This is an optimization exercise on Yosys and OpenROAD, whose aim is small area and a short achievable clock period, not a production implementation.
Only simulation tests tie the RTL to the original design; equivalence was not proved.
Power and IR drop assume default switching activity.

[design.v]
module alu #(
    parameter INST_W = 4,
    parameter INT_W  = 6,
    parameter FRAC_W = 10,
    parameter DATA_W = INT_W + FRAC_W
)(
    input                      i_clk,
    input                      i_rst_n,
    input                      i_in_valid,
    output                     o_busy,
    input         [INST_W-1:0] i_inst,
    input  signed [DATA_W-1:0] i_data_a,
    input  signed [DATA_W-1:0] i_data_b,
    output                     o_out_valid,
    output        [DATA_W-1:0] o_data
);
    reg busy_r;      
    reg ovalid_r;
    always @(posedge i_clk or negedge i_rst_n) begin
        if (!i_rst_n) begin
            busy_r   <= 1'b0;
            ovalid_r <= 1'b0;
        end else begin
            busy_r   <= i_in_valid;
            ovalid_r <= busy_r;
        end
    end
    assign o_busy      = busy_r;
    assign o_out_valid = ovalid_r;
    wire [3:0]  op = i_inst;
    wire [15:0] a  = i_data_a;
    wire [15:0] b  = i_data_b;
    wire op_add = (op == 4'd0);
    wire op_sub = (op == 4'd1);
    wire op_mul = (op == 4'd2);
    wire op_acc = (op == 4'd3);
    wire op_sp  = (op == 4'd4);
    wire op_xor = (op == 4'd5);
    wire op_rs  = (op == 4'd6);
    wire op_lr  = (op == 4'd7);
    wire op_clz = (op == 4'd8);
    wire op_rm  = (op == 4'd9);
    wire a_neg   = a[15];
    wire a_hi    = ~a_neg & (|a[14:11]);           
    wire a_p0    = ~a_neg & ~(|a[14:11]);          
    wire a_m1    = a_neg & (&a[14:10]);            
    wire a_m2    = a_neg & (&a[14:11]) & ~a[10];   
    wire a_m3    = a_neg & (&a[14:12]) & ~a[11] & a[10];   
    wire sp_mid = a_p0 | a_m1 | a_m2 | a_m3;
    wire [16:0] ye = {b, 1'b0};
    wire [7:0]  b_one, b_two, b_neg;
    wire [7:0]  m_one, m_two, m_neg;
    wire [16:0] xe = {a[15], a};
    wire [16:0] xs = {a, 1'b0};
    genvar gi;
    generate for (gi = 0; gi < 8; gi = gi + 1) begin : g_benc
        assign b_one[gi] = ye[2*gi+1] ^ ye[2*gi];
        assign b_two[gi] = (ye[2*gi+2] & ~ye[2*gi+1] & ~ye[2*gi]) | (~ye[2*gi+2] & ye[2*gi+1] & ye[2*gi]);
        assign b_neg[gi] = ye[2*gi+2];
    end endgenerate
    wire [7:0] sp_one = {(a[15] ? (a[11] ? (a[10] ? 1'b1 : 1'b1) : 1'b0) : 1'b0), (a[15] ? (a[11] ? (a[10] ? 1'b1 : 1'b0) : 1'b0) : 1'b0), (a[15] ? (a[11] ? (a[10] ? 1'b1 : 1'b0) : 1'b1) : 1'b0), (a[15] ? (a[11] ? (a[10] ? 1'b1 : 1'b1) : 1'b0) : 1'b0), (a[15] ? (a[11] ? (a[10] ? 1'b1 : 1'b0) : 1'b0) : 1'b0), (a[15] ? (a[11] ? (a[10] ? 1'b1 : 1'b0) : 1'b1) : 1'b0), (a[15] ? (a[11] ? (a[10] ? 1'b1 : 1'b1) : 1'b0) : 1'b0), (a[15] ? (a[11] ? (a[10] ? 1'b1 : 1'b0) : 1'b1) : 1'b0)};
    wire [7:0] sp_two = {(a[15] ? (a[11] ? (a[10] ? 1'b0 : 1'b0) : 1'b0) : 1'b1), (a[15] ? (a[11] ? (a[10] ? 1'b0 : 1'b0) : 1'b1) : 1'b1), (a[15] ? (a[11] ? (a[10] ? 1'b0 : 1'b1) : 1'b0) : 1'b1), (a[15] ? (a[11] ? (a[10] ? 1'b0 : 1'b0) : 1'b0) : 1'b1), (a[15] ? (a[11] ? (a[10] ? 1'b0 : 1'b0) : 1'b1) : 1'b1), (a[15] ? (a[11] ? (a[10] ? 1'b0 : 1'b1) : 1'b0) : 1'b1), (a[15] ? (a[11] ? (a[10] ? 1'b0 : 1'b0) : 1'b0) : 1'b1), (a[15] ? (a[11] ? (a[10] ? 1'b0 : 1'b1) : 1'b0) : 1'b1)};
    wire [7:0] sp_neg = {(a[15] ? (a[11] ? (a[10] ? 1'b0 : 1'b0) : 1'b0) : 1'b0), (a[15] ? (a[11] ? (a[10] ? 1'b0 : 1'b0) : 1'b0) : 1'b0), (a[15] ? (a[11] ? (a[10] ? 1'b0 : 1'b1) : 1'b1) : 1'b0), (a[15] ? (a[11] ? (a[10] ? 1'b0 : 1'b0) : 1'b0) : 1'b0), (a[15] ? (a[11] ? (a[10] ? 1'b0 : 1'b0) : 1'b0) : 1'b0), (a[15] ? (a[11] ? (a[10] ? 1'b0 : 1'b1) : 1'b1) : 1'b0), (a[15] ? (a[11] ? (a[10] ? 1'b0 : 1'b0) : 1'b0) : 1'b0), (a[15] ? (a[11] ? (a[10] ? 1'b0 : 1'b1) : 1'b0) : 1'b0)};
    wire use_sp = op[2];
    assign m_one = use_sp ? sp_one : b_one;
    assign m_two = use_sp ? sp_two : b_two;
    assign m_neg = use_sp ? sp_neg : b_neg;
    wire [16:0] pp0 = ({17{m_one[0]}} & xe | {17{m_two[0]}} & xs) ^ {17{m_neg[0]}};
    wire [16:0] pp1 = ({17{m_one[1]}} & xe | {17{m_two[1]}} & xs) ^ {17{m_neg[1]}};
    wire [16:0] pp2 = ({17{m_one[2]}} & xe | {17{m_two[2]}} & xs) ^ {17{m_neg[2]}};
    wire [16:0] pp3 = ({17{m_one[3]}} & xe | {17{m_two[3]}} & xs) ^ {17{m_neg[3]}};
    wire [16:0] pp4 = ({17{m_one[4]}} & xe | {17{m_two[4]}} & xs) ^ {17{m_neg[4]}};
    wire [16:0] pp5 = ({17{m_one[5]}} & xe | {17{m_two[5]}} & xs) ^ {17{m_neg[5]}};
    wire [16:0] pp6 = ({17{m_one[6]}} & xe | {17{m_two[6]}} & xs) ^ {17{m_neg[6]}};
    wire [16:0] pp7 = ({17{m_one[7]}} & xe | {17{m_two[7]}} & xs) ^ {17{m_neg[7]}};
    wire fs1;
    wire fc2;
    wire fs3;
    wire fc4;
    wire fs5;
    wire fc6;
    wire fs7;
    wire fc8;
    wire fs9;
    wire fc10;
    wire fs11;
    wire fc12;
    wire hs13;
    wire hc14;
    wire fs15;
    wire fc16;
    wire fs17;
    wire fc18;
    wire fs19;
    wire fc20;
    wire fs21;
    wire fc22;
    wire fs23;
    wire fc24;
    wire fs25;
    wire fc26;
    wire fs27;
    wire fc28;
    wire fs29;
    wire fc30;
    wire fs31;
    wire fc32;
    wire fs33;
    wire fc34;
    wire fs35;
    wire fc36;
    wire hs37;
    wire hc38;
    wire fs39;
    wire fc40;
    wire fs41;
    wire fc42;
    wire hs43;
    wire hc44;
    wire fs45;
    wire fc46;
    wire fs47;
    wire fc48;
    wire fs49;
    wire fc50;
    wire hs51;
    wire hc52;
    wire fs53;
    wire fc54;
    wire hs55;
    wire hc56;
    wire hs57;
    wire hc58;
    wire hs59;
    wire hc60;
    wire fs61;
    wire fc62;
    wire hs63;
    wire hc64;
    wire fs65;
    wire fc66;
    wire fs67;
    wire fc68;
    wire fs69;
    wire fc70;
    wire fs71;
    wire fc72;
    wire fs73;
    wire fc74;
    wire fs75;
    wire fc76;
    wire fs77;
    wire fc78;
    wire fs79;
    wire fc80;
    wire fs81;
    wire fc82;
    wire fs83;
    wire fc84;
    wire fs85;
    wire fc86;
    wire fs87;
    wire fc88;
    wire fs89;
    wire fc90;
    wire fs91;
    wire fc92;
    wire fs93;
    wire fc94;
    wire fs95;
    wire fc96;
    wire fs97;
    wire fc98;
    wire fs99;
    wire fc100;
    wire fs101;
    wire fc102;
    wire fs103;
    wire fc104;
    wire fs105;
    wire fc106;
    wire fs107;
    wire fc108;
    wire fs109;
    wire fc110;
    wire fs111;
    wire fc112;
    wire fs113;
    wire fc114;
    wire fs115;
    wire fc116;
    wire fs117;
    wire fc118;
    wire fs119;
    wire fc120;
    wire fs121;
    wire fc122;
    wire fs123;
    wire fc124;
    wire fs125;
    wire fc126;
    wire hs127;
    wire hc128;
    wire fs129;
    wire fc130;
    wire hs131;
    wire hc132;
    wire hs133;
    wire hc134;
    wire hs135;
    wire hc136;
    wire fs137;
    wire fc138;
    wire fs139;
    wire fc140;
    wire fs141;
    wire fc142;
    wire fs143;
    wire fc144;
    wire fs145;
    wire fc146;
    wire fs147;
    wire fc148;
    wire fs149;
    wire fc150;
    wire fs151;
    wire fc152;
    wire fs153;
    wire fc154;
    wire fs155;
    wire fc156;
    wire fs157;
    wire fc158;
    wire fs159;
    wire fc160;
    wire fs161;
    wire fc162;
    wire fs163;
    wire fc164;
    wire fs165;
    wire fc166;
    wire fs167;
    wire fc168;
    wire fs169;
    wire fc170;
    wire fs171;
    wire fc172;
    wire fs173;
    wire fc174;
    wire fs175;
    wire fc176;
    wire fs177;
    wire fc178;
    wire fs179;
    wire fc180;
    wire hs181;
    wire hc182;
    wire hs183;
    wire hc184;
    wire fs185;
    wire fc186;
    wire fs187;
    wire fc188;
    wire fs189;
    wire fc190;
    wire fs191;
    wire fc192;
    wire fs193;
    wire fc194;
    wire fs195;
    wire fc196;
    wire fs197;
    wire fc198;
    wire fs199;
    wire fc200;
    wire fs201;
    wire fc202;
    wire fs203;
    wire fc204;
    wire fs205;
    wire fc206;
    wire fs207;
    wire fc208;
    wire fs209;
    wire fc210;
    wire fs211;
    wire fc212;
    wire fs213;
    wire fc214;
    wire fs215;
    wire fc216;
    wire fs217;
    wire fc218;
    wire fs219;
    wire fc220;
    wire fs221;
    wire fc222;
    wire fs223;
    wire fc224;
    wire fs225;
    wire fc226;
    wire fs227;
    wire fc228;
    wire fs229;
    wire fc230;
    wire fs231;
    wire fc232;
    wire fs233;
    wire fc234;
    wire hs235;
    wire hc236;
    wire kc9_0 = use_sp ? (a[15] ? (a[11] ? (a[10] ? 1'b0 : 1'b0) : 1'b0) : 1'b0) : 1'b1;
    wire kc10_0 = use_sp ? (a[15] ? (a[11] ? (a[10] ? 1'b0 : 1'b1) : 1'b1) : 1'b0) : 1'b0;
    wire kc11_0 = use_sp ? (a[15] ? (a[11] ? (a[10] ? 1'b1 : 1'b0) : 1'b1) : 1'b1) : 1'b0;
    wire kc12_0 = use_sp ? (a[15] ? (a[11] ? (a[10] ? 1'b0 : 1'b1) : 1'b0) : 1'b0) : 1'b0;
    wire kc13_0 = use_sp ? (a[15] ? (a[11] ? (a[10] ? 1'b1 : 1'b1) : 1'b1) : 1'b1) : 1'b0;
    wire kc13_1 = use_sp ? (a[15] ? (a[11] ? (a[10] ? 1'b0 : 1'b1) : 1'b1) : 1'b0) : 1'b0;
    wire kc15_0 = use_sp ? (a[15] ? (a[11] ? (a[10] ? 1'b0 : 1'b0) : 1'b1) : 1'b0) : 1'b0;
    wire kc16_0 = use_sp ? (a[15] ? (a[11] ? (a[10] ? 1'b0 : 1'b0) : 1'b0) : 1'b0) : 1'b1;
    wire kc17_0 = use_sp ? (a[15] ? (a[11] ? (a[10] ? 1'b1 : 1'b0) : 1'b0) : 1'b1) : 1'b1;
    wire kc18_0 = use_sp ? (a[15] ? (a[11] ? (a[10] ? 1'b1 : 1'b1) : 1'b0) : 1'b1) : 1'b0;
    wire kc19_0 = use_sp ? (a[15] ? (a[11] ? (a[10] ? 1'b0 : 1'b0) : 1'b0) : 1'b0) : 1'b1;
    wire kc20_0 = use_sp ? (a[15] ? (a[11] ? (a[10] ? 1'b1 : 1'b0) : 1'b0) : 1'b1) : 1'b0;
    wire kc21_0 = use_sp ? (a[15] ? (a[11] ? (a[10] ? 1'b0 : 1'b1) : 1'b0) : 1'b0) : 1'b1;
    wire kc22_0 = use_sp ? (a[15] ? (a[11] ? (a[10] ? 1'b1 : 1'b1) : 1'b0) : 1'b1) : 1'b0;
    wire kc23_0 = use_sp ? (a[15] ? (a[11] ? (a[10] ? 1'b0 : 1'b1) : 1'b0) : 1'b0) : 1'b1;
    wire kc24_0 = use_sp ? (a[15] ? (a[11] ? (a[10] ? 1'b1 : 1'b0) : 1'b0) : 1'b1) : 1'b0;
    wire kc25_0 = use_sp ? (a[15] ? (a[11] ? (a[10] ? 1'b0 : 1'b0) : 1'b0) : 1'b0) : 1'b1;
    wire kc26_0 = use_sp ? (a[15] ? (a[11] ? (a[10] ? 1'b1 : 1'b1) : 1'b1) : 1'b1) : 1'b0;
    assign fs1 = m_neg[5] ^ kc10_0 ^ pp0[10];
    assign fc2 = (m_neg[5] & kc10_0) | (m_neg[5] & pp0[10]) | (kc10_0 & pp0[10]);
    assign fs3 = kc11_0 ^ pp0[11] ^ pp1[9];
    assign fc4 = (kc11_0 & pp0[11]) | (kc11_0 & pp1[9]) | (pp0[11] & pp1[9]);
    assign fs5 = m_neg[6] ^ kc12_0 ^ pp0[12];
    assign fc6 = (m_neg[6] & kc12_0) | (m_neg[6] & pp0[12]) | (kc12_0 & pp0[12]);
    assign fs7 = pp1[10] ^ pp2[8] ^ pp3[6];
    assign fc8 = (pp1[10] & pp2[8]) | (pp1[10] & pp3[6]) | (pp2[8] & pp3[6]);
    assign fs9 = kc13_0 ^ kc13_1 ^ pp0[13];
    assign fc10 = (kc13_0 & kc13_1) | (kc13_0 & pp0[13]) | (kc13_1 & pp0[13]);
    assign fs11 = pp1[11] ^ pp2[9] ^ pp3[7];
    assign fc12 = (pp1[11] & pp2[9]) | (pp1[11] & pp3[7]) | (pp2[9] & pp3[7]);
    assign hs13 = pp4[5] ^ pp5[3];
    assign hc14 = pp4[5] & pp5[3];
    assign fs15 = m_neg[7] ^ pp0[14] ^ pp1[12];
    assign fc16 = (m_neg[7] & pp0[14]) | (m_neg[7] & pp1[12]) | (pp0[14] & pp1[12]);
    assign fs17 = pp2[10] ^ pp3[8] ^ pp4[6];
    assign fc18 = (pp2[10] & pp3[8]) | (pp2[10] & pp4[6]) | (pp3[8] & pp4[6]);
    assign fs19 = pp5[4] ^ pp6[2] ^ pp7[0];
    assign fc20 = (pp5[4] & pp6[2]) | (pp5[4] & pp7[0]) | (pp6[2] & pp7[0]);
    assign fs21 = kc15_0 ^ pp0[15] ^ pp1[13];
    assign fc22 = (kc15_0 & pp0[15]) | (kc15_0 & pp1[13]) | (pp0[15] & pp1[13]);
    assign fs23 = pp2[11] ^ pp3[9] ^ pp4[7];
    assign fc24 = (pp2[11] & pp3[9]) | (pp2[11] & pp4[7]) | (pp3[9] & pp4[7]);
    assign fs25 = pp5[5] ^ pp6[3] ^ pp7[1];
    assign fc26 = (pp5[5] & pp6[3]) | (pp5[5] & pp7[1]) | (pp6[3] & pp7[1]);
    assign fs27 = kc16_0 ^ pp1[14] ^ pp2[12];
    assign fc28 = (kc16_0 & pp1[14]) | (kc16_0 & pp2[12]) | (pp1[14] & pp2[12]);
    assign fs29 = pp3[10] ^ pp4[8] ^ pp5[6];
    assign fc30 = (pp3[10] & pp4[8]) | (pp3[10] & pp5[6]) | (pp4[8] & pp5[6]);
    assign fs31 = pp6[4] ^ pp7[2] ^ ~pp0[16];
    assign fc32 = (pp6[4] & pp7[2]) | (pp6[4] & ~pp0[16]) | (pp7[2] & ~pp0[16]);
    assign fs33 = kc17_0 ^ pp1[15] ^ pp2[13];
    assign fc34 = (kc17_0 & pp1[15]) | (kc17_0 & pp2[13]) | (pp1[15] & pp2[13]);
    assign fs35 = pp3[11] ^ pp4[9] ^ pp5[7];
    assign fc36 = (pp3[11] & pp4[9]) | (pp3[11] & pp5[7]) | (pp4[9] & pp5[7]);
    assign hs37 = pp6[5] ^ pp7[3];
    assign hc38 = pp6[5] & pp7[3];
    assign fs39 = kc18_0 ^ pp2[14] ^ pp3[12];
    assign fc40 = (kc18_0 & pp2[14]) | (kc18_0 & pp3[12]) | (pp2[14] & pp3[12]);
    assign fs41 = pp4[10] ^ pp5[8] ^ pp6[6];
    assign fc42 = (pp4[10] & pp5[8]) | (pp4[10] & pp6[6]) | (pp5[8] & pp6[6]);
    assign hs43 = pp7[4] ^ ~pp1[16];
    assign hc44 = pp7[4] & ~pp1[16];
    assign fs45 = kc19_0 ^ pp2[15] ^ pp3[13];
    assign fc46 = (kc19_0 & pp2[15]) | (kc19_0 & pp3[13]) | (pp2[15] & pp3[13]);
    assign fs47 = pp4[11] ^ pp5[9] ^ pp6[7];
    assign fc48 = (pp4[11] & pp5[9]) | (pp4[11] & pp6[7]) | (pp5[9] & pp6[7]);
    assign fs49 = kc20_0 ^ pp3[14] ^ pp4[12];
    assign fc50 = (kc20_0 & pp3[14]) | (kc20_0 & pp4[12]) | (pp3[14] & pp4[12]);
    assign hs51 = pp5[10] ^ pp6[8];
    assign hc52 = pp5[10] & pp6[8];
    assign fs53 = kc21_0 ^ pp3[15] ^ pp4[13];
    assign fc54 = (kc21_0 & pp3[15]) | (kc21_0 & pp4[13]) | (pp3[15] & pp4[13]);
    assign hs55 = kc22_0 ^ pp4[14];
    assign hc56 = kc22_0 & pp4[14];
    assign hs57 = m_neg[3] ^ pp0[6];
    assign hc58 = m_neg[3] & pp0[6];
    assign hs59 = pp0[7] ^ pp1[5];
    assign hc60 = pp0[7] & pp1[5];
    assign fs61 = m_neg[4] ^ pp0[8] ^ pp1[6];
    assign fc62 = (m_neg[4] & pp0[8]) | (m_neg[4] & pp1[6]) | (pp0[8] & pp1[6]);
    assign hs63 = pp2[4] ^ pp3[2];
    assign hc64 = pp2[4] & pp3[2];
    assign fs65 = kc9_0 ^ pp0[9] ^ pp1[7];
    assign fc66 = (kc9_0 & pp0[9]) | (kc9_0 & pp1[7]) | (pp0[9] & pp1[7]);
    assign fs67 = pp2[5] ^ pp3[3] ^ pp4[1];
    assign fc68 = (pp2[5] & pp3[3]) | (pp2[5] & pp4[1]) | (pp3[3] & pp4[1]);
    assign fs69 = pp1[8] ^ pp2[6] ^ pp3[4];
    assign fc70 = (pp1[8] & pp2[6]) | (pp1[8] & pp3[4]) | (pp2[6] & pp3[4]);
    assign fs71 = pp4[2] ^ pp5[0] ^ fs1;
    assign fc72 = (pp4[2] & pp5[0]) | (pp4[2] & fs1) | (pp5[0] & fs1);
    assign fs73 = pp2[7] ^ pp3[5] ^ pp4[3];
    assign fc74 = (pp2[7] & pp3[5]) | (pp2[7] & pp4[3]) | (pp3[5] & pp4[3]);
    assign fs75 = pp5[1] ^ fc2 ^ fs3;
    assign fc76 = (pp5[1] & fc2) | (pp5[1] & fs3) | (fc2 & fs3);
    assign fs77 = pp4[4] ^ pp5[2] ^ pp6[0];
    assign fc78 = (pp4[4] & pp5[2]) | (pp4[4] & pp6[0]) | (pp5[2] & pp6[0]);
    assign fs79 = fc4 ^ fs5 ^ fs7;
    assign fc80 = (fc4 & fs5) | (fc4 & fs7) | (fs5 & fs7);
    assign fs81 = pp6[1] ^ hs13 ^ fc6;
    assign fc82 = (pp6[1] & hs13) | (pp6[1] & fc6) | (hs13 & fc6);
    assign fs83 = fc8 ^ fs9 ^ fs11;
    assign fc84 = (fc8 & fs9) | (fc8 & fs11) | (fs9 & fs11);
    assign fs85 = hc14 ^ fc10 ^ fc12;
    assign fc86 = (hc14 & fc10) | (hc14 & fc12) | (fc10 & fc12);
    assign fs87 = fs15 ^ fs17 ^ fs19;
    assign fc88 = (fs15 & fs17) | (fs15 & fs19) | (fs17 & fs19);
    assign fs89 = fc16 ^ fc18 ^ fc20;
    assign fc90 = (fc16 & fc18) | (fc16 & fc20) | (fc18 & fc20);
    assign fs91 = fs21 ^ fs23 ^ fs25;
    assign fc92 = (fs21 & fs23) | (fs21 & fs25) | (fs23 & fs25);
    assign fs93 = fc22 ^ fc24 ^ fc26;
    assign fc94 = (fc22 & fc24) | (fc22 & fc26) | (fc24 & fc26);
    assign fs95 = fs27 ^ fs29 ^ fs31;
    assign fc96 = (fs27 & fs29) | (fs27 & fs31) | (fs29 & fs31);
    assign fs97 = hs37 ^ fc28 ^ fc30;
    assign fc98 = (hs37 & fc28) | (hs37 & fc30) | (fc28 & fc30);
    assign fs99 = fc32 ^ fs33 ^ fs35;
    assign fc100 = (fc32 & fs33) | (fc32 & fs35) | (fs33 & fs35);
    assign fs101 = hc38 ^ hs43 ^ fc34;
    assign fc102 = (hc38 & hs43) | (hc38 & fc34) | (hs43 & fc34);
    assign fs103 = fc36 ^ fs39 ^ fs41;
    assign fc104 = (fc36 & fs39) | (fc36 & fs41) | (fs39 & fs41);
    assign fs105 = pp7[5] ^ hc44 ^ fc40;
    assign fc106 = (pp7[5] & hc44) | (pp7[5] & fc40) | (hc44 & fc40);
    assign fs107 = fc42 ^ fs45 ^ fs47;
    assign fc108 = (fc42 & fs45) | (fc42 & fs47) | (fs45 & fs47);
    assign fs109 = pp7[6] ^ ~pp2[16] ^ hs51;
    assign fc110 = (pp7[6] & ~pp2[16]) | (pp7[6] & hs51) | (~pp2[16] & hs51);
    assign fs111 = fc46 ^ fc48 ^ fs49;
    assign fc112 = (fc46 & fc48) | (fc46 & fs49) | (fc48 & fs49);
    assign fs113 = pp5[11] ^ pp6[9] ^ pp7[7];
    assign fc114 = (pp5[11] & pp6[9]) | (pp5[11] & pp7[7]) | (pp6[9] & pp7[7]);
    assign fs115 = hc52 ^ fc50 ^ fs53;
    assign fc116 = (hc52 & fc50) | (hc52 & fs53) | (fc50 & fs53);
    assign fs117 = pp5[12] ^ pp6[10] ^ pp7[8];
    assign fc118 = (pp5[12] & pp6[10]) | (pp5[12] & pp7[8]) | (pp6[10] & pp7[8]);
    assign fs119 = ~pp3[16] ^ hs55 ^ fc54;
    assign fc120 = (~pp3[16] & hs55) | (~pp3[16] & fc54) | (hs55 & fc54);
    assign fs121 = kc23_0 ^ pp4[15] ^ pp5[13];
    assign fc122 = (kc23_0 & pp4[15]) | (kc23_0 & pp5[13]) | (pp4[15] & pp5[13]);
    assign fs123 = pp6[11] ^ pp7[9] ^ hc56;
    assign fc124 = (pp6[11] & pp7[9]) | (pp6[11] & hc56) | (pp7[9] & hc56);
    assign fs125 = kc24_0 ^ pp5[14] ^ pp6[12];
    assign fc126 = (kc24_0 & pp5[14]) | (kc24_0 & pp6[12]) | (pp5[14] & pp6[12]);
    assign hs127 = pp7[10] ^ ~pp4[16];
    assign hc128 = pp7[10] & ~pp4[16];
    assign fs129 = kc25_0 ^ pp5[15] ^ pp6[13];
    assign fc130 = (kc25_0 & pp5[15]) | (kc25_0 & pp6[13]) | (pp5[15] & pp6[13]);
    assign hs131 = kc26_0 ^ pp6[14];
    assign hc132 = kc26_0 & pp6[14];
    reg  [19:0] acc [0:15];
    reg  [15:0] acc_v;
    wire [15:0] a_dec = 16'd1 << a[3:0];
    reg  [19:0] acc_rd;
    integer k;
    always @(*) begin
        acc_rd = 20'd0;
        for (k = 0; k < 16; k = k + 1)
            acc_rd = acc_rd | ({20{a_dec[k] & acc_v[k]}} & acc[k]);
    end
    wire [19:0] x_d = op_acc ? acc_rd : {{4{a[15]}}, a};
    wire [15:0] y_d = op_sub ? ~b :
                      op_lr  ? {b[15:4], 4'd0 - b[3:0]} :
                      op_sp  ? 16'd0 :
                      b;
    reg [19:0] x_r;
    reg [15:0] y_r;
    reg [3:0]  idx_r;
    reg [105:0] mr;
    reg s_acc_r, s_sum_r, s_cin_r, s_mul_r, s_sp_r, s_xor_r;
    reg s_rs_r, s_lr_r, s_clz_r, s_rm_r;
    always @(posedge i_clk) begin
        x_r        <= x_d;
        y_r        <= y_d;
        idx_r      <= a[3:0];
        mr         <= {~pp7[16], pp7[15], ~pp6[16], pp7[14], hc132, pp7[13], pp6[15], fc130, hs131, ~pp5[16], pp7[12], hc128, fc126, fs129, pp7[11], fc124, fc122, fs125, hs127, fc120, fc118, fs123, fs121, fc116, fc114, fs119, fs117, fc112, fc110, fs115, fs113, fc108, fc106, fs111, fs109, fc104, fc102, fs107, fs105, fc100, fc98, fs103, fs101, fc96, fc94, fs99, fs97, fc92, fc90, fs95, fs93, fc88, fc86, fs91, fs89, fc84, fc82, fs87, fs85, fc80, fc78, fs83, fs81, fc76, fc74, fs79, fs77, fc72, fc70, fs75, fs73, fc68, fc66, fs71, fs69, hc64, fc62, fs67, fs65, hc60, fs61, hs63, pp4[0], hc58, hs59, pp3[1], pp2[3], hs57, pp3[0], pp2[2], pp1[4], pp2[1], pp1[3], pp0[5], pp2[0], pp1[2], pp0[4], m_neg[2], pp1[1], pp0[3], pp1[0], pp0[2], m_neg[1], pp0[1], pp0[0], m_neg[0]};
        s_acc_r    <= op_acc;
        s_sum_r    <= op_add | op_sub | op_acc;
        s_cin_r    <= op_sub;
        s_mul_r    <= op_mul;
        s_sp_r     <= op_sp & sp_mid;
        s_xor_r    <= op_xor | (op_sp & a_hi);
        s_rs_r     <= op_rs;
        s_lr_r     <= op_lr;
        s_clz_r    <= op_clz;
        s_rm_r     <= op_rm;
    end
    wire [15:0] xa = x_r[15:0];
    wire [15:0] idx_dec = 16'd1 << idx_r;
    wire [15:0] slo = {1'b0, x_r[14:0]} + {1'b0, y_r[14:0]} + {15'd0, s_cin_r};
    wire        c15 = slo[15];
    wire [4:0]  shi = x_r[19:15] + {5{y_r[15]}};
    wire [4:0]  shi1 = shi + 5'd1;
    wire [19:0] sum = {c15 ? shi1 : shi, slo[14:0]};
    wire        sok0 = (shi == 5'd0)  | (shi == 5'd31);
    wire        sok1 = (shi == 5'd31) | (shi == 5'd30);
    wire        sum_ok = c15 ? sok1 : sok0;
    wire [15:0] sum_sat = sum_ok ? sum[15:0] : {sum[19], {15{~sum[19]}}};
    wire acc_we = busy_r & s_acc_r;
    always @(posedge i_clk or negedge i_rst_n) begin
        if (!i_rst_n)
            acc_v <= 16'd0;
        else if (acc_we)
            acc_v <= acc_v | idx_dec;
    end
    always @(posedge i_clk) begin
        for (k = 0; k < 16; k = k + 1)
            if (acc_we & idx_dec[k])
                acc[k] <= sum;
    end
    assign hs133 = mr[8] ^ mr[9];
    assign hc134 = mr[8] & mr[9];
    assign hs135 = mr[12] ^ mr[13];
    assign hc136 = mr[12] & mr[13];
    assign fs137 = mr[15] ^ mr[16] ^ mr[17];
    assign fc138 = (mr[15] & mr[16]) | (mr[15] & mr[17]) | (mr[16] & mr[17]);
    assign fs139 = mr[19] ^ mr[20] ^ mr[21];
    assign fc140 = (mr[19] & mr[20]) | (mr[19] & mr[21]) | (mr[20] & mr[21]);
    assign fs141 = mr[23] ^ mr[24] ^ mr[25];
    assign fc142 = (mr[23] & mr[24]) | (mr[23] & mr[25]) | (mr[24] & mr[25]);
    assign fs143 = mr[27] ^ mr[28] ^ mr[29];
    assign fc144 = (mr[27] & mr[28]) | (mr[27] & mr[29]) | (mr[28] & mr[29]);
    assign fs145 = mr[31] ^ mr[32] ^ mr[33];
    assign fc146 = (mr[31] & mr[32]) | (mr[31] & mr[33]) | (mr[32] & mr[33]);
    assign fs147 = mr[35] ^ mr[36] ^ mr[37];
    assign fc148 = (mr[35] & mr[36]) | (mr[35] & mr[37]) | (mr[36] & mr[37]);
    assign fs149 = mr[39] ^ mr[40] ^ mr[41];
    assign fc150 = (mr[39] & mr[40]) | (mr[39] & mr[41]) | (mr[40] & mr[41]);
    assign fs151 = mr[43] ^ mr[44] ^ mr[45];
    assign fc152 = (mr[43] & mr[44]) | (mr[43] & mr[45]) | (mr[44] & mr[45]);
    assign fs153 = mr[47] ^ mr[48] ^ mr[49];
    assign fc154 = (mr[47] & mr[48]) | (mr[47] & mr[49]) | (mr[48] & mr[49]);
    assign fs155 = mr[51] ^ mr[52] ^ mr[53];
    assign fc156 = (mr[51] & mr[52]) | (mr[51] & mr[53]) | (mr[52] & mr[53]);
    assign fs157 = mr[55] ^ mr[56] ^ mr[57];
    assign fc158 = (mr[55] & mr[56]) | (mr[55] & mr[57]) | (mr[56] & mr[57]);
    assign fs159 = mr[59] ^ mr[60] ^ mr[61];
    assign fc160 = (mr[59] & mr[60]) | (mr[59] & mr[61]) | (mr[60] & mr[61]);
    assign fs161 = mr[63] ^ mr[64] ^ mr[65];
    assign fc162 = (mr[63] & mr[64]) | (mr[63] & mr[65]) | (mr[64] & mr[65]);
    assign fs163 = mr[67] ^ mr[68] ^ mr[69];
    assign fc164 = (mr[67] & mr[68]) | (mr[67] & mr[69]) | (mr[68] & mr[69]);
    assign fs165 = mr[71] ^ mr[72] ^ mr[73];
    assign fc166 = (mr[71] & mr[72]) | (mr[71] & mr[73]) | (mr[72] & mr[73]);
    assign fs167 = mr[75] ^ mr[76] ^ mr[77];
    assign fc168 = (mr[75] & mr[76]) | (mr[75] & mr[77]) | (mr[76] & mr[77]);
    assign fs169 = mr[79] ^ mr[80] ^ mr[81];
    assign fc170 = (mr[79] & mr[80]) | (mr[79] & mr[81]) | (mr[80] & mr[81]);
    assign fs171 = mr[83] ^ mr[84] ^ mr[85];
    assign fc172 = (mr[83] & mr[84]) | (mr[83] & mr[85]) | (mr[84] & mr[85]);
    assign fs173 = mr[87] ^ mr[88] ^ mr[89];
    assign fc174 = (mr[87] & mr[88]) | (mr[87] & mr[89]) | (mr[88] & mr[89]);
    assign fs175 = mr[91] ^ mr[92] ^ mr[93];
    assign fc176 = (mr[91] & mr[92]) | (mr[91] & mr[93]) | (mr[92] & mr[93]);
    assign fs177 = mr[95] ^ mr[96] ^ mr[97];
    assign fc178 = (mr[95] & mr[96]) | (mr[95] & mr[97]) | (mr[96] & mr[97]);
    assign fs179 = 1'b1 ^ mr[99] ^ mr[100];
    assign fc180 = (1'b1 & mr[99]) | (1'b1 & mr[100]) | (mr[99] & mr[100]);
    assign hs181 = mr[3] ^ mr[4];
    assign hc182 = mr[3] & mr[4];
    assign hs183 = mr[6] ^ mr[7];
    assign hc184 = mr[6] & mr[7];
    assign fs185 = mr[10] ^ mr[11] ^ hs133;
    assign fc186 = (mr[10] & mr[11]) | (mr[10] & hs133) | (mr[11] & hs133);
    assign fs187 = mr[14] ^ hc134 ^ hs135;
    assign fc188 = (mr[14] & hc134) | (mr[14] & hs135) | (hc134 & hs135);
    assign fs189 = mr[18] ^ hc136 ^ fs137;
    assign fc190 = (mr[18] & hc136) | (mr[18] & fs137) | (hc136 & fs137);
    assign fs191 = mr[22] ^ fc138 ^ fs139;
    assign fc192 = (mr[22] & fc138) | (mr[22] & fs139) | (fc138 & fs139);
    assign fs193 = mr[26] ^ fc140 ^ fs141;
    assign fc194 = (mr[26] & fc140) | (mr[26] & fs141) | (fc140 & fs141);
    assign fs195 = mr[30] ^ fc142 ^ fs143;
    assign fc196 = (mr[30] & fc142) | (mr[30] & fs143) | (fc142 & fs143);
    assign fs197 = mr[34] ^ fc144 ^ fs145;
    assign fc198 = (mr[34] & fc144) | (mr[34] & fs145) | (fc144 & fs145);
    assign fs199 = mr[38] ^ fc146 ^ fs147;
    assign fc200 = (mr[38] & fc146) | (mr[38] & fs147) | (fc146 & fs147);
    assign fs201 = mr[42] ^ fc148 ^ fs149;
    assign fc202 = (mr[42] & fc148) | (mr[42] & fs149) | (fc148 & fs149);
    assign fs203 = mr[46] ^ fc150 ^ fs151;
    assign fc204 = (mr[46] & fc150) | (mr[46] & fs151) | (fc150 & fs151);
    assign fs205 = mr[50] ^ fc152 ^ fs153;
    assign fc206 = (mr[50] & fc152) | (mr[50] & fs153) | (fc152 & fs153);
    assign fs207 = mr[54] ^ fc154 ^ fs155;
    assign fc208 = (mr[54] & fc154) | (mr[54] & fs155) | (fc154 & fs155);
    assign fs209 = mr[58] ^ fc156 ^ fs157;
    assign fc210 = (mr[58] & fc156) | (mr[58] & fs157) | (fc156 & fs157);
    assign fs211 = mr[62] ^ fc158 ^ fs159;
    assign fc212 = (mr[62] & fc158) | (mr[62] & fs159) | (fc158 & fs159);
    assign fs213 = mr[66] ^ fc160 ^ fs161;
    assign fc214 = (mr[66] & fc160) | (mr[66] & fs161) | (fc160 & fs161);
    assign fs215 = mr[70] ^ fc162 ^ fs163;
    assign fc216 = (mr[70] & fc162) | (mr[70] & fs163) | (fc162 & fs163);
    assign fs217 = mr[74] ^ fc164 ^ fs165;
    assign fc218 = (mr[74] & fc164) | (mr[74] & fs165) | (fc164 & fs165);
    assign fs219 = mr[78] ^ fc166 ^ fs167;
    assign fc220 = (mr[78] & fc166) | (mr[78] & fs167) | (fc166 & fs167);
    assign fs221 = mr[82] ^ fc168 ^ fs169;
    assign fc222 = (mr[82] & fc168) | (mr[82] & fs169) | (fc168 & fs169);
    assign fs223 = mr[86] ^ fc170 ^ fs171;
    assign fc224 = (mr[86] & fc170) | (mr[86] & fs171) | (fc170 & fs171);
    assign fs225 = mr[90] ^ fc172 ^ fs173;
    assign fc226 = (mr[90] & fc172) | (mr[90] & fs173) | (fc172 & fs173);
    assign fs227 = mr[94] ^ fc174 ^ fs175;
    assign fc228 = (mr[94] & fc174) | (mr[94] & fs175) | (fc174 & fs175);
    assign fs229 = mr[98] ^ fc176 ^ fs177;
    assign fc230 = (mr[98] & fc176) | (mr[98] & fs177) | (fc176 & fs177);
    assign fs231 = mr[101] ^ fc178 ^ fs179;
    assign fc232 = (mr[101] & fc178) | (mr[101] & fs179) | (fc178 & fs179);
    assign fs233 = mr[102] ^ mr[103] ^ fc180;
    assign fc234 = (mr[102] & mr[103]) | (mr[102] & fc180) | (mr[103] & fc180);
    assign hs235 = 1'b1 ^ mr[104];
    assign hc236 = 1'b1 & mr[104];
    wire [31:0] pr_a = {1'b1, mr[105], hs235, fs233, fs231, fs229, fs227, fs225, fs223, fs221, fs219, fs217, fs215, fs213, fs211, fs209, fs207, fs205, fs203, fs201, fs199, fs197, fs195, fs193, fs191, fs189, fs187, fs185, hs183, mr[5], mr[2], mr[0]};
    wire [31:0] pr_b = {1'b0, hc236, fc234, fc232, fc230, fc228, fc226, fc224, fc222, fc220, fc218, fc216, fc214, fc212, fc210, fc208, fc206, fc204, fc202, fc200, fc198, fc196, fc194, fc192, fc190, fc188, fc186, hc184, hc182, hs181, 1'b0, mr[1]};
    wire [24:0] kg0 = pr_a[24:0] & pr_b[24:0];
    wire [24:0] kp0 = pr_a[24:0] ^ pr_b[24:0];
    wire [24:0] kg1, kp1;
    assign kg1[0:0] = kg0[0:0];
    assign kp1[0:0] = kp0[0:0];
    assign kg1[24:1] = kg0[24:1] | (kp0[24:1] & kg0[23:0]);
    assign kp1[24:1] = kp0[24:1] & kp0[23:0];
    wire [24:0] kg2, kp2;
    assign kg2[1:0] = kg1[1:0];
    assign kp2[1:0] = kp1[1:0];
    assign kg2[24:2] = kg1[24:2] | (kp1[24:2] & kg1[22:0]);
    assign kp2[24:2] = kp1[24:2] & kp1[22:0];
    wire [24:0] kg3, kp3;
    assign kg3[3:0] = kg2[3:0];
    assign kp3[3:0] = kp2[3:0];
    assign kg3[24:4] = kg2[24:4] | (kp2[24:4] & kg2[20:0]);
    assign kp3[24:4] = kp2[24:4] & kp2[20:0];
    wire [24:0] kg4, kp4;
    assign kg4[7:0] = kg3[7:0];
    assign kp4[7:0] = kp3[7:0];
    assign kg4[24:8] = kg3[24:8] | (kp3[24:8] & kg3[16:0]);
    assign kp4[24:8] = kp3[24:8] & kp3[16:0];
    wire [24:0] kg5, kp5;
    assign kg5[15:0] = kg4[15:0];
    assign kp5[15:0] = kp4[15:0];
    assign kg5[24:16] = kg4[24:16] | (kp4[24:16] & kg4[8:0]);
    assign kp5[24:16] = kp4[24:16] & kp4[8:0];
    wire [25:0] kc  = {kg5, 1'b0};             
    wire [25:0] lo  = {kc[25], kp0 ^ kc[24:0]};
    wire        c25 = lo[25];
    wire [6:0]  ha_ = pr_a[31:25], hb_ = pr_b[31:25];
    wire [6:0]  hx  = ha_ ^ hb_;
    wire        z0  = &(hx[6:1] ~^ (ha_[5:0] | hb_[5:0]));    
    wire        z1  = &(~hx[6:1] ~^ (ha_[5:0] & hb_[5:0]));   
    wire        ok0 = (z0 & ~hx[0]) | (z1 & hx[0]);           
    wire        ok1 = (z0 & hx[0]) | (z1 & ~hx[0]);           
    wire        mul_ok = c25 ? ok1 : ok0;
    wire        p25 = hx[0] ^ c25;
    wire        p26 = hx[1] ^ ((ha_[0] & hb_[0]) | (hx[0] & c25));
    wire        mul_sgn = xa[15] ^ y_r[15];    
    wire [15:0] sp_res  = {5'd0, p26, p25, lo[24:16]};    
    wire [31:0] rot2 = {xa, xa} >> y_r[3:0];
    wire [15:0] rot  = rot2[15:0];
    reg  [15:0] rs_res;
    integer j;
    always @(*) begin
        for (j = 0; j < 16; j = j + 1)
            rs_res[j] = (y_r[4] | (j + y_r[3:0] > 15)) ? xa[15] : rot[j];
    end
    reg [4:0] zcnt;
    always @(*) begin
        zcnt = 5'd0;
        for (j = 0; j < 16; j = j + 1)
            if (xa[j]) zcnt = 15 - j;
    end
    reg [12:0] match4;
    always @(*) begin
        for (j = 0; j < 13; j = j + 1)
            match4[j] = (xa[j+:4] == y_r[(15-j)-:4]);
    end
    wire [15:0] res_m = s_sp_r ? sp_res : {p25, lo[24:10]};
    wire [15:0] res_o = ({16{s_sum_r}} & sum_sat)
                      | ({16{s_mul_r}} & {mul_sgn, {15{~mul_sgn}}})
                      | ({16{s_xor_r}} & (xa ^ y_r))
                      | ({16{s_rs_r }} & rs_res)
                      | ({16{s_lr_r }} & rot)
                      | ({16{s_clz_r}} & {11'd0, zcnt})
                      | ({16{s_rm_r }} & {3'd0, match4});
    reg [15:0] odata_m, odata_o;
    reg        osel_m;
    always @(posedge i_clk) begin
        odata_m <= res_m;
        odata_o <= res_o;
        osel_m  <= s_sp_r | (s_mul_r & mul_ok);
    end
    assign o_data = osel_m ? odata_m : odata_o;
endmodule
[run.sh]
#!/bin/bash
# synth_recipe.tcl (not shown) runs the flow's synth.tcl, then flattens the netlist and writes it again
# the make line also repeats each setting of config.mk as NAME=value (left out here)
make -C /OpenROAD-flow-scripts/flow DESIGN_CONFIG=/design/flow/config.mk WORK_HOME=/design/flow/orfs CLKGATE_MAP_FILE= SYNTH_SCRIPT=/design/flow/synth_recipe.tcl finish
[config.mk]
export PLATFORM = sky130hd
export DESIGN_NAME = alu
export DESIGN_NICKNAME = alu
export VERILOG_FILES = /design/flow/design.v
export SDC_FILE = /design/flow/constraint.sdc
export NUM_CORES = 4
export LEC_CHECK = 0
export ABC_CLOCK_PERIOD_IN_PS = 3500
export CAP_MARGIN = 20
export CORE_MARGIN = 2
export CORE_UTILIZATION = 58
export CTS_BUF_LIST = sky130_fd_sc_hd__clkbuf_8
export SETUP_SLACK_MARGIN = 5
export SLEW_MARGIN = 20
[constraint.sdc]
create_clock -name core_clock -period 8.5 [get_ports {i_clk}]
set_input_delay 1.7000 -clock core_clock [delete_from_list [all_inputs] [get_ports {i_clk}]]
set_output_delay 1.7000 -clock core_clock [all_outputs]
set_load 0.01 [all_outputs]
==> results of run 1 <==
[kinds of logic (layout without fill, tap and decap cells)]
family,Yosys count,in the layout,share of synthesized area [%]
other cells,0,2,0
fa+ha+maj,188,188,11.5
buf+inv,338,556,4.86
mux,56,56,2.91
simple gates,427,427,7.51
compound gates,556,557,14.4
xor+xnor,237,237,7.66
flops,527,527,51.1
[state kept, by name (all words and copies together) (netlist names), 4 cells and up]
name     cells
odata_o     16
odata_m     16
idx_r        4
acc_v       16
y_r         16
acc        320
x_r         20
mr         106
[layer usage]
metal / vias up / wire (µm) / share of wire [%]
met5: - / 45 / 0.053
met4: 6 / 4270 / 5.0
met3: 274 / 8150 / 9.6
met2: 1107 / 39100 / 46
met1: 9780 / 33200 / 39
li1: 8711 / - / -
[layout make-up]
cell class	count	area (µm²)
fillers	3373	14300
flip-flops and latches	527	13900
multi-input cells	1465	12900
repair buffers	210	1970
clock buffers	97	1340
well taps	607	759
inverters	186	733
clock inverters	63	439
diodes	2	5.00
[power breakdown]
group	internal, W	switching (W)
Sequential	0.00315	0.000143
Combinational	0.00246	0.00336
Clock	0.00119	0.00105
Total	0.00680	0.00456
[stage by stage]
step | setup WS (ps) | cells | hold slack, ps
after floorplan | 4580 | 2329 | 430
after global placement | 3330 | 2899 | 440
after detailed placement | 3230 | 2899 | 444
after CTS | 4750 | 3138 | 458
after global routing | 4660 | 3155 | 465
final | 4750 | 3157 | 455
[path summary, 6_finish.rpt]
kind                       slack, ps  depth (start not counted)          end  startpoint
min reg2reg                      460                          1     acc_v[4]    acc_v[4]
max reg2reg                     4750                         15  odata_m[10]      mr[57]
min in group asynchronous       1500                          1       busy_r     i_rst_n
min                              460                          1     acc_v[4]    acc_v[4]
max in group asynchronous       6460                          1     acc_v[5]     i_rst_n
max                             4750                         15  odata_m[10]      mr[57]
[placed cells by master (no fill, tap or decap), types with 13 or more instances in the layout]
cell type and count:
a21oi_1 89, a221oi_1 31, a22o_1 30, a22oi_1 180, a22oi_2 30, and3_1 15
buf_12 17, buf_2 13, buf_4 119, buf_6 15, clkbuf_8 97, clkdlybuf4s15_1 14
clkinv_1 16, dfrtp_1 18, dfxtp_1 176, edfxtp_1 320, fa_1 88, fa_2 15
ha_1 79, inv_1 190, mux2_2 17, mux2i_1 18, mux4_2 16, nand2_1 104
nand3_1 54, nand4_1 13, nor2_1 101, nor2_2 15, nor3_1 28, o21ai_0 53
o21ai_1 14, or2_2 19, xnor2_1 152, xnor2_2 15, xor2_1 67
[timing repair]
item,in CTS,in global routing
resized for setup,209,109
setup buffers,74,17
pin swaps,35,26
cloned,5,0
hold buffers,0,0
endpoints found under the setup margin,238,102
==> flow_metrics.tcl, run 1 <==
set metrics [dict create \
    outcome "finished clean" \
    crit_slowest_cell "fa_1" \
    die_x_um 220 \
    finalSetupViolations 0 \
    core_mm2 0.0464 \
    syn-cell-area_mm2 0.0271 \
    grt_max_degree 40 \
    path_common_cell "inv_2" \
    syn_avg_cell_area_um2 11.6 \
    drcViolationCount 0 \
    peakVddDrop_mv 1.07 \
    antenna_left 0 \
    drt_iter0_drc 1899 \
    numCtsBuffers 85 \
    final_util_pct 69.0 \
    first_pass_iters 5 \
    area_growth_pct 18.2 \
    ys_warn_count 2 \
    routed-via-count 19900 \
    fmax_mhz 267 \
    synth_edf_count 320 \
    synth_seq_cells 527 \
    fin_nets 2702 \
    drv_slew 0 \
    cp-start-kind "flip-flop" \
    grt_util_all_layers_pct 35.3 \
    clkLatencyLatePin_ps 690 \
    gp_congestion 0.937 \
    tightest_slew_ps 1040 \
    p_leak_nw 12.5 \
    cts_sinks 527 \
    maxCapViolCount 0 \
    finalHoldViolations 0 \
    design_area_mm2 0.0320 \
    power_w 0.0114 \
    synth_cell_type_count 81 \
    synth_top_area_share_pct 35.5 \
    numPortBuffers 56 \
    layout-drive-gt1-share_pct 22.1 \
    rsz0062_at_grt "true" \
    grt.overflow.total 0 \
    yosys.area.top_type "edfxtp_1" \
    cp.buffers_inverters 3 \
    grt_util_met3_pct 7.01 \
    post-route-period-util_pct 44.1 \
    htree_levels 3 \
    critPathCaptureType "flip-flop" \
    dp_hpwl_mm 52.9 \
    yosys-top-cells-area "edfxtp_1 (35%), dfxtp_1 (14%), fa_1 (7.6%)" \
    arrival_ps 4260 \
    worstPathRequired_ps 9020 \
    cts-root-buf "clkbuf_8" \
    met2_usage_pct 55.6 \
    vias_per_cell 6.30 \
    path_cells "inv_2, fa_1, fa_1, inv_2, ha_4, a2111o_1, o2111a_1, o2111a_1, a21oi_2, a211o_2, inv_2, fa_2, xor2_1, nand2_1, o21ai_1" \
    cts.clk_slew.worst_paths_ps 60 \
    postSynthCellCount 2329 \
    hp-class "reg2reg" \
    io_pins 57 \
    use_met1_pct 47.5 \
    finalSetupTns_ps 0 \
    power.density_mw_per_mm2 355 \
    die_y_um 220 \
    grt_pass1_vias 19400 \
    dieArea_mm2 0.0485 \
    clk_path_buf_depth 3 \
    routed_wl_mm 84.7 \
    cp_max_fo 2 \
    avgRoutedWirePerCell_um 26.8 \
    max_slew_margin_pct 30.2 \
    synth_nets 2556 \
    ys.flop_type "edfxtp_1" \
    finalClockSkew_ps 42.5 \
    antenna_found_initial 3 \
    placed_cell_area_mm2 0.0287 \
    synth_common_cells "edfxtp_1 (320), a22oi_1 (210), dfxtp_1 (189)" \
    worstSetupPathType "reg2reg" \
    cts_tree "built" \
    async_flop_share_pct 3.42 \
    start_util_pct 58.4 \
    max_stage_delay_ps 500 \
    grt.busiest_layer "met2" \
    min_period_ps 3750 \
    cp_top_family "adder cells" \
    synth.most_common_cell "edfxtp_1" \
    rows 79 \
    grt_pass1_wl_mm 124 \
    yosysSeqAreaShare_pct 51.1 \
]
==> inputs of run 2 (changes only) <==
--- a/config.mk
+++ b/config.mk
@@ -10,5 +10,5 @@
 export CORE_MARGIN = 2
-export CORE_UTILIZATION = 58
+export CORE_UTILIZATION = 50
 export CTS_BUF_LIST = sky130_fd_sc_hd__clkbuf_8
-export SETUP_SLACK_MARGIN = 5
+export SETUP_SLACK_MARGIN = 4.8
 export SLEW_MARGIN = 20
==> run 2 against run 1 <==
  * Critical endpoint unchanged
  * Combinational power shrank about 10%
  * Clock-buffer cell count grew 3
  * Sequential power about the same
  * First-iteration DRC count is 4.1% higher
  * Clock power is 7% lower
  * Final cell count increased by 1.6%
  * Die area up 16%
  * Maximum frequency is 1.9% lower
  * Setup slack worse by 74 ps
  * Synthesized cell count unchanged
  * Critical path depth did not move
  * Utilization is 10 points lower
  * Still clean on timing, DRC and antenna
==> flow_metrics.tcl, run 2 <==
set metrics [dict create \
    hp-class "reg2reg" \
    path_cells "inv_2, fa_1, fa_1, inv_2, ha_4, a2111o_1, o2111a_2, o2111a_1, a21oi_2, a211o_2, inv_2, fa_2, xor2_1, nand2_1, o21ai_1" \
    cts.clk_slew.worst_paths_ps 60 \
    cts-root-buf "clkbuf_8" \
    start_util_pct 50.4 \
    fin_hold_ws_ps 452 \
    routed-via-count 19600 \
    synth_common_cells "edfxtp_1 (320), a22oi_1 (210), dfxtp_1 (189)" \
    critPathCaptureType "flip-flop" \
    regArea_mm2 0.0138 \
    arrival_ps 4330 \
    fmax_mhz 262 \
    maxCapViolCount 0 \
    synth.most_common_cell "edfxtp_1" \
    ys.flop_type "edfxtp_1" \
    crit_slowest_cell "fa_1" \
    tightest_slew_ps 1140 \
    vias_per_cell 6.11 \
    fin_nets 2668 \
    yosysSeqAreaShare_pct 51.1 \
    grt_pass1_wl_mm 125 \
    htree_levels 3 \
    synth_nets 2556 \
    grt_max_degree 40 \
    gp_congestion 0.871 \
    synth_top_area_share_pct 35.5 \
    drv_slew 0 \
    synth_edf_count 320 \
    worst_slack_ps 4680 \
    finalSetupViolations 0 \
    rsz0062_at_grt "true" \
    largest_reg_flops 320 \
    grt_util_all_layers_pct 30.4 \
    synth_seq_cells 527 \
    p_leak_nw 12.4 \
    dp_hpwl_mm 53.8 \
    cp.buffers_inverters 3 \
    cp-start-kind "flip-flop" \
    peakVddDrop_mv 0.472 \
    synth_cell_type_count 81 \
    post-place-ws_ps 3210 \
    cts_hold_buf 0 \
    final_common_cell "edfxtp_1" \
    rows 85 \
    syn_avg_cell_area_um2 11.6 \
    cts_tree "built" \
    dieArea_mm2 0.0561 \
    postSynthCellCount 2329 \
    regMostFlops "acc" \
    cp_max_fo 3 \
    numPortBuffers 56 \
    antenna_found_initial 5 \
    path_common_cell "inv_2" \
    drcViolationCount 0 \
    min_period_ps 3820 \
    syn-cell-area_mm2 0.0271 \
    ys_warn_count 2 \
    area_growth_pct 16.2 \
    io_pins 57 \
    power.density_mw_per_mm2 337 \
    max_stage_delay_ps 530 \
    yosys.area.top_type "edfxtp_1" \
    worstPathRequired_ps 9010 \
    top_regs "acc: 320 flops, mr: 106 flops, x_r: 20 flops" \
    max_slew_margin_pct 23.7 \
    first_pass_iters 5 \
    layout-drive-gt1-share_pct 18.0 \
    antenna_left 0 \
    die_y_um 237 \
    avgRoutedWirePerCell_um 26.7 \
    numCtsBuffers 85 \
    cts_sinks 527 \
    clkLatencyLatePin_ps 680 \
    most-common-layout-cells "edfxtp_1 (320), inv_1 (206), a22oi_1 (187)" \
    grt.overflow.total 0 \
    core_mm2 0.0537 \
    yosys-top-cells-area "edfxtp_1 (35%), dfxtp_1 (14%), fa_1 (7.6%)" \
    outcome "finished clean" \
    finalHoldViolations 0 \
    finalSetupTns_ps 0 \
    die_x_um 237 \
    fillers 4451 \
    power_w 0.0106 \
    clk_path_buf_depth 3 \
    worstSetupPathType "reg2reg" \
    post-route-period-util_pct 44.9 \
    routed_wl_mm 85.5 \
    grt_pass1_vias 19600 \
    finalClockSkew_ps 39.2 \
    drt_iter0_drc 1976 \
    multi_input_area_mm2 0.0127 \
    cp_top_family "adder cells" \
    async_flop_share_pct 3.42 \
]
## run 2: cell families (layout without fill, tap and decap cells)
family,Yosys count,in the layout,synth area share (%)
AOI/OAI and AO/OA,556,559,14.4
DFF,527,527,51.1
and+or+nand+nor,427,427,7.51
buffers and inverters,338,515,4.86
xor gates and xnor gates,237,237,7.66
adders and majority gates,188,188,11.5
muxes,56,56,2.91
other,0,3,0
## run 2: per-stage QoR
step	instances	instance area [µm²]	utilization, %
CTS	3195	31100	58.0
global placement	2988	28800	53.5
finish	3208	31500	58.6
floorplan	2329	27700	-
global route	3205	31500	58.6
detailed placement	2988	28800	53.5
## run 2: final timing paths
path | startpoint | to | slack (ps) | cells past startpoint
worst min-delay path | busy_r | ovalid_r | 450 | 0
worst max-delay path | mr[55] | odata_m[10] | 4680 | 15
worst max register to register | mr[55] | odata_m[10] | 4680 | 15
min in group asynchronous | i_rst_n | busy_r | 1490 | 1
max in group asynchronous | i_rst_n | acc_v[7] | 6500 | 1
worst min register to register | busy_r | ovalid_r | 450 | 0
## run 2: what timing repair did
item | 4_1_cts | 5_1_grt
pin swaps | 23 | 26
setup buffers | 49 | 6
setup endpoints to repair | 120 | 84
gates resized for setup | 104 | 75
gates cloned | 3 | 4
## run 2: worst reg2reg max path, delay by kind of cell, from the launching register on
| family | cells | cell delay, ps |
|---|---|---|
| simple gates | 1 | 60 |
| flops | 1 | 370 |
| fa+ha+maj | 4 | 1580 |
| buf+inv | 3 | 150 |
| xor+xnor | 1 | 140 |
| compound gates | 6 | 1360 |
## run 2: layout make-up
cell class | count | area share [%]
Sequential cell | 527 | 44.0
Multi-Input combinational cell | 1467 | 40.4
Timing Repair Buffer | 174 | 5.35
Clock buffer | 100 | 4.37
Tap cell | 696 | 2.77
Inverter | 186 | 2.31
Clock inverter | 55 | 0.799
Antenna cell | 3 | 0.0239
## run 2: power by group
group / switching, W / internal (W)
registers: 0.000137 / 0.00315
clock network: 0.00101 / 0.00107
logic: 0.00317 / 0.00207
total: 0.00432 / 0.00629
## run 2: routing by layer
metal	vias up	wire length (µm)	global-route usage, %
li1	8635	-	-
met2	947	40700	49.9
met5	-	54	0
met1	9812	34400	39.9
met3	202	7130	5.88
met4	8	3310	12.4
==> inputs of run 3 (changes only) <==
--- a/config.mk
+++ b/config.mk
@@ -11,3 +11,2 @@
 export CORE_UTILIZATION = 50
-export CTS_BUF_LIST = sky130_fd_sc_hd__clkbuf_8
 export SETUP_SLACK_MARGIN = 4.8
==> run 3 against run 2 <==
  * Still clean on timing, DRC and antenna
  * Setup slack worse by 11 ps
  * Clock skew fell by 1.1 ps
  * Register-to-register slack hardly changed
  * Utilization is 0.42 points higher
==> flow_metrics.tcl, run 3 <==
set metrics [dict create \
    max_slew_margin_pct 22.6 \
    cts-root-buf "clkbuf_16" \
    grt_pass1_wl_mm 125 \
    rr_startpoint "mr[55]" \
    routed_wl_mm 85.2 \
    ys.flop_type "edfxtp_1" \
    numCtsBuffers 54 \
    final_common_cell "edfxtp_1" \
    comb_power_share_pct 48.8 \
    cp_max_fo 3 \
    area_growth_pct 17.0 \
    critPathCaptureType "flip-flop" \
    synth_top_area_share_pct 35.5 \
    finalHoldViolations 0 \
    synth_nets 2556 \
    core_mm2 0.0537 \
    postSynthCellCount 2329 \
    ys_warn_count 2 \
    grt.overflow.total 0 \
    pwr-share-seq_pct 30.2 \
    placed_cells 2988 \
    cts_hold_buf 0 \
    p_sw_share_pct 39.8 \
    io_pins 57 \
    clkLatencyLatePin_ps 640 \
    antenna_left 0 \
    gp_congestion 0.871 \
    top_regs "acc: 320 flops, mr: 106 flops, x_r: 20 flops" \
    syn_avg_cell_area_um2 11.6 \
    avgRoutedWirePerCell_um 26.9 \
    clk_path_buf_depth 3 \
    worstPathRequired_ps 8960 \
    finalSetupTns_ps 0 \
    post-route-period-util_pct 45.1 \
    rows 85 \
    fin_nets 2653 \
    first_pass_iters 6 \
    crit_start "mr[55]" \
    cts_sinks 527 \
    die_x_um 237 \
    routed-via-count 19500 \
    async_flop_share_pct 3.42 \
    power.density_mw_per_mm2 343 \
    fmax_mhz 261 \
    antenna_found_initial 5 \
    start_util_pct 50.4 \
    synth_cell_type_count 81 \
    drcViolationCount 0 \
    grt_max_degree 40 \
    outcome "finished clean" \
    fin_hold_ws_ps 452 \
    hp-class "reg2reg" \
    syn-cell-area_mm2 0.0271 \
    fillers 4408 \
    cts.clk_slew.worst_paths_ps 60 \
    worstSetupPathType "reg2reg" \
    largest_reg_flops 320 \
    peakVddDrop_mv 0.440 \
    arrival_ps 4290 \
    worstHoldStart "busy_r" \
    dieArea_mm2 0.0561 \
    vias_per_cell 6.15 \
    synth.most_common_cell "edfxtp_1" \
    htree_levels 2 \
    yosysSeqAreaShare_pct 51.1 \
    p_clk_share_pct 21.0 \
    synth_edf_count 320 \
    drt_iter0_drc 2075 \
    most-common-layout-cells "edfxtp_1 (320), a22oi_1 (187), dfxtp_1 (185)" \
    post-place-ws_ps 3210 \
    cts_tree "built" \
    drv_slew 0 \
    regMostFlops "acc" \
    worst_slack_ps 4670 \
    die_y_um 237 \
    p_leak_nw 12.2 \
    maxCapViolCount 0 \
    p_int_w 0.00654 \
    rsz0062_at_grt "true" \
    yosys.area.top_type "edfxtp_1" \
    synth_common_cells "edfxtp_1 (320), a22oi_1 (210), dfxtp_1 (189)" \
    fin_cells 3167 \
    min_period_ps 3830 \
    dp_hpwl_mm 53.8 \
    grt_pass1_vias 19300 \
    power.switching_w 0.00432 \
    finalClockSkew_ps 38.1 \
    synth_seq_cells 527 \
    grt_util_all_layers_pct 30.3 \
    layout-drive-gt1-share_pct 18.0 \
    numPortBuffers 56 \
    cp-start-kind "flip-flop" \
    yosys-top-cells-area "edfxtp_1 (35%), dfxtp_1 (14%), fa_1 (7.6%)" \
    tightest_slew_ps 1160 \
    finalSetupViolations 0 \
]
-- run 3: cell counts after synthesis --
No cell type changed its count.
-- run 3: logic make-up (layout without fill, tap and decap cells) --
logic type / after synthesis / in the layout / synth area share, %
AO/OA/AOI/OAI: 556 / 557 / 14.4
flip-flops: 527 / 527 / 51.1
AND/OR/NAND/NOR: 427 / 427 / 7.51
buffers and inverters: 338 / 477 / 4.86
XOR/XNOR: 237 / 237 / 7.66
adder cells (fa/ha/maj): 188 / 188 / 11.5
multiplexers: 56 / 56 / 2.91
other: 0 / 2 / 0
-- run 3: critical path: stages, from the launching register on --
cell,delay (ps)
dfxtp_2,370
inv_2,50
fa_1,490
fa_1,530
inv_2,50
ha_4,210
a2111o_1,380
o2111a_2,280
o2111a_1,270
a21oi_2,190
a211o_2,190
inv_2,40
fa_2,350
xor2_1,140
nand2_1,60
o21ai_1,70
-- run 3: per-layer routing --
layer | up-vias | track usage (%) | part of all wire [%]
met3 | 199 | 5.05 | 8.2
met2 | 911 | 50.1 | 48
met5 | - | 0 | 0.059
met4 | 8 | 11.9 | 3.9
met1 | 9740 | 40.0 | 40
li1 | 8609 | - | -
-- run 3: timing repair --
action | 4_1_cts | 5_1_grt
setup buffers | 51 | 22
setup endpoints to repair | 127 | 75
cloned | 4 | 1
pin swaps | 27 | 23
resized for setup | 120 | 70
-- run 3: final timing paths --
check / end / slack, ps / depth (start not counted)
setup / recovery: odata_m[10] / 4670 / 15
hold / removal: ovalid_r / 450 / 0
setup reg to reg: odata_m[10] / 4670 / 15
hold reg to reg: ovalid_r / 450 / 0
max in group asynchronous: acc_v[9] / 6440 / 1
min in group asynchronous: busy_r / 1540 / 1
-- run 3: cell type report --
class | instances | area (µm²) | share of cell area, %
tap | 696 | 871 | 2.75
antenna | 2 | 5.00 | 0.0158
clock inverter | 20 | 189 | 0.596
inverter | 186 | 724 | 2.29
timing repair buffer | 192 | 1820 | 5.75
multi-input combinational | 1465 | 12700 | 40.2
sequential | 527 | 13900 | 43.7
clock buffer | 79 | 1510 | 4.75
-- run 3: power by group through the flow --
stage                     Sequential [W]  Clock, W  Combinational (W)
after floorplan                  0.00326         0            0.00321
after global placement           0.00334         0            0.00459
after detailed placement         0.00334         0            0.00471
after CTS                        0.00328   0.00231            0.00499
after global routing             0.00330   0.00242            0.00577
final                            0.00328   0.00228            0.00530
-- run 3: metrics by stage --
step	util [%]	cell area (µm²)	total power [W]
after floorplan	-	27700	0.00647
after global placement	53.5	28800	0.00793
after detailed placement	53.5	28800	0.00805
after CTS	58.2	31300	0.0106
after global routing	59.0	31700	0.0115
final	59.0	31700	0.0109
==> inputs of run 4 (changes only) <==
--- a/config.mk
+++ b/config.mk
@@ -7,3 +7,3 @@
 export LEC_CHECK = 0
-export ABC_CLOCK_PERIOD_IN_PS = 3500
+export ABC_AREA = 1
 export CAP_MARGIN = 20
@@ -11,2 +11,3 @@
 export CORE_UTILIZATION = 50
+export CTS_BUF_LIST = sky130_fd_sc_hd__clkbuf_8
 export SETUP_SLACK_MARGIN = 4.8
==> run 4 against run 3 <==
  * Register-to-register slack gained 300 ps
  * Synthesized area grew 3.8%
  * Utilization shrank 0.14 points
  * Clock power shrank 3%
  * Routed wire length grew 13%
  * Final cell count grew 22%
  * Clock-buffer cell count grew 21
  * Sequential share of layout area shrank 1.2 points
  * Synthesized cell count grew 23%
  * Clock skew shrank 11 ps
  * Critical endpoint is now x_r[12]
==> flow_metrics.tcl, run 4 <==
set metrics [dict create \
    outcome "finished clean" \
    routed-via-count 22400 \
    cts_tree "built" \
    synth_cell_type_count 60 \
    yosysSeqAreaShare_pct 49.2 \
    drt_iter0_drc 2458 \
    regMostFlops "acc" \
    syn_avg_cell_area_um2 9.81 \
    max_slew_margin_pct 29.9 \
    layout-drive-gt1-share_pct 14.2 \
    ys.flop_type "edfxtp_1" \
    design_area_mm2 0.0326 \
    avgRoutedWirePerCell_um 25.1 \
    grt_pass1_vias 21600 \
    dieArea_mm2 0.0582 \
    yosys.area.top_type "edfxtp_1" \
    clkLatencyLatePin_ps 700 \
    core_mm2 0.0553 \
    synth_common_cells "nand2_1 (523), inv_1 (326), edfxtp_1 (320)" \
    cp_top_family "buffers and inverters" \
    crit_slowest_cell "clkdlybuf4s50_1" \
    start_util_pct 50.9 \
    yosys-top-cells-area "edfxtp_1 (34%), dfxtp_1 (13%), fa_1 (7.3%)" \
    worstPathRequired_ps 9020 \
    post-route-period-util_pct 43.6 \
    path_cells "clkdlybuf4s50_1, nor2_1, inv_1, nor2_2, buf_4, inv_1, a21oi_1, nand4_1, nor2_1, a21oi_1" \
    grt.busiest_layer "met2" \
    min_period_ps 3710 \
    max_stage_delay_ps 560 \
    htree_levels 3 \
    fmax_mhz 270 \
    maxCapViolCount 0 \
    hp-class "reg2reg" \
    io_pins 57 \
    routed_wl_mm 96.6 \
    use_met1_pct 43.2 \
    worstSetupPathType "in2reg" \
    grt_util_met3_pct 5.76 \
    arrival_ps 4230 \
    ys_warn_count 2 \
    cp-start-kind "input port" \
    drcViolationCount 0 \
    grt_util_all_layers_pct 33.1 \
    cts-root-buf "clkbuf_8" \
    largest_reg_flops 320 \
    vias_per_cell 5.82 \
    critPathCaptureType "flip-flop" \
    antenna_found_initial 6 \
    met2_usage_pct 54.3 \
    numPortBuffers 56 \
    dp_hpwl_mm 64.8 \
    gp_congestion 0.937 \
    placed_cell_area_mm2 0.0296 \
    fin_nets 3263 \
    finalSetupTns_ps 0 \
    cts_hold_buf 0 \
    grt_pass1_wl_mm 140 \
    top_regs "acc: 320 flops, mr: 106 flops, x_r: 20 flops" \
    power_w 0.0114 \
    cp.buffers_inverters 4 \
    final_common_cell "nand2_1" \
    clk_path_buf_depth 3 \
    antenna_left 0 \
    tightest_slew_ps 1050 \
    cts.clk_slew.worst_paths_ps 60 \
    grt.overflow.total 0 \
    grt_max_degree 41 \
    rsz0062_at_grt "true" \
    most-common-layout-cells "nand2_1 (521), inv_1 (345), edfxtp_1 (320)" \
    postSynthCellCount 2868 \
    finalSetupViolations 0 \
    first_pass_iters 6 \
    synth_edf_count 320 \
    power.density_mw_per_mm2 349 \
    die_y_um 241 \
    drv_slew 0 \
    finalClockSkew_ps 27.0 \
    area_growth_pct 15.8 \
    synth_top_area_share_pct 34.2 \
    synth.most_common_cell "nand2_1" \
    numCtsBuffers 88 \
    async_flop_share_pct 3.42 \
    synth_seq_cells 527 \
    rows 86 \
    p_leak_nw 13.8 \
    cp_max_fo 25 \
    die_x_um 241 \
    finalHoldViolations 0 \
    cts_sinks 527 \
    peakVddDrop_mv 0.462 \
    syn-cell-area_mm2 0.0281 \
    synth_nets 3096 \
]
[run 4: cell count changes in the layout (fill, tap and decap cells not counted), moves of 31 or more]
| cell | before | now |
|---|---|---|
| nand2_1 | 106 | 521 |
| a22oi_1 | 187 | 12 |
| inv_1 | 170 | 345 |
| xnor2_1 | 151 | 13 |
| o22ai_1 | 0 | 135 |
| clkbuf_8 | 6 | 100 |
| xor2_1 | 65 | 155 |
| o21ai_0 | 55 | 139 |
| clkbuf_16 | 55 | 1 |
| nand3_1 | 54 | 102 |
| a21oi_1 | 90 | 125 |
| nand4_1 | 13 | 47 |
| nor2_1 | 101 | 132 |
[run 4: worst register-to-register path, cell delays in order (launching register included)]
cell and delay, ps:
dfxtp_1 300, inv_1 50, fa_1 490, fa_1 510
inv_1 40, ha_1 350, a21oi_1 210, a21boi_1 250
o21ai_0 150, a21oi_2 200, nand2_1 110, fa_2 540
inv_2 70, o21ai_0 180
[run 4: cells by family after synthesis]
family | share of synthesized area (%)
AND/OR/NAND/NOR | 14.0
AO/OA/AOI/OAI | 12.5
flip-flops | 49.2
buffers and inverters | 6.78
adder cells (fa/ha/maj) | 11.2
XOR/XNOR | 5.42
multiplexers | 0.854
[run 4: worst paths after layout]
kind	startpoint	to	slack, ps	depth (start not counted)
worst max-delay path	i_inst[3]	x_r[12]	4790	10
worst max register to register	mr[39]	odata_m[9]	4970	13
worst min-delay path	busy_r	ovalid_r	440	0
min in group asynchronous	i_rst_n	acc_v[2]	1510	1
max in group asynchronous	i_rst_n	acc_v[5]	6430	1
worst min register to register	busy_r	ovalid_r	440	0
[run 4: final cells by class]
cell class	count	area, µm²
timing repair inverter	3	20.0
multi-input combinational	1875	12900
antenna	3	7.51
inverter	352	1420
fill	4819	22700
timing repair buffer	188	1730
sequential	527	13800
tap	748	936
clock buffer	100	1380
clock inverter	59	372
[run 4: layer usage]
layer / routed length, µm / vias up / share of wire [%]
met3: 8040 / 249 / 8.3
met1: 38500 / 10900 / 40
li1: - / 10100 / -
met5: 39 / - / 0.040
met4: 4390 / 6 / 4.5
met2: 45600 / 1147 / 47
[run 4: metrics by stage]
step                hold slack (ps)  setup WS (ps)  instances  utilization, %
detailed placement              421           3130       3593            53.4
floorplan                       427           4640       2868               -
global route                    456           4710       3854            58.9
CTS                             436           4750       3817            58.1
finish                          442           4790       3855            58.9
global placement                422           3210       3592            53.4
[run 4: where the power goes]
group          switching [W]  total, W  internal (W)
Combinational        0.00384   0.00588       0.00204
Sequential          0.000128   0.00327       0.00314
Clock                0.00106   0.00222       0.00115
[run 4: what timing repair did]
action	in CTS	in global routing
buffers inserted	62	31
hold endpoints to repair	0	0
resized for setup	89	76
cloned	3	4
setup endpoints to repair	109	78
pin swaps	15	11
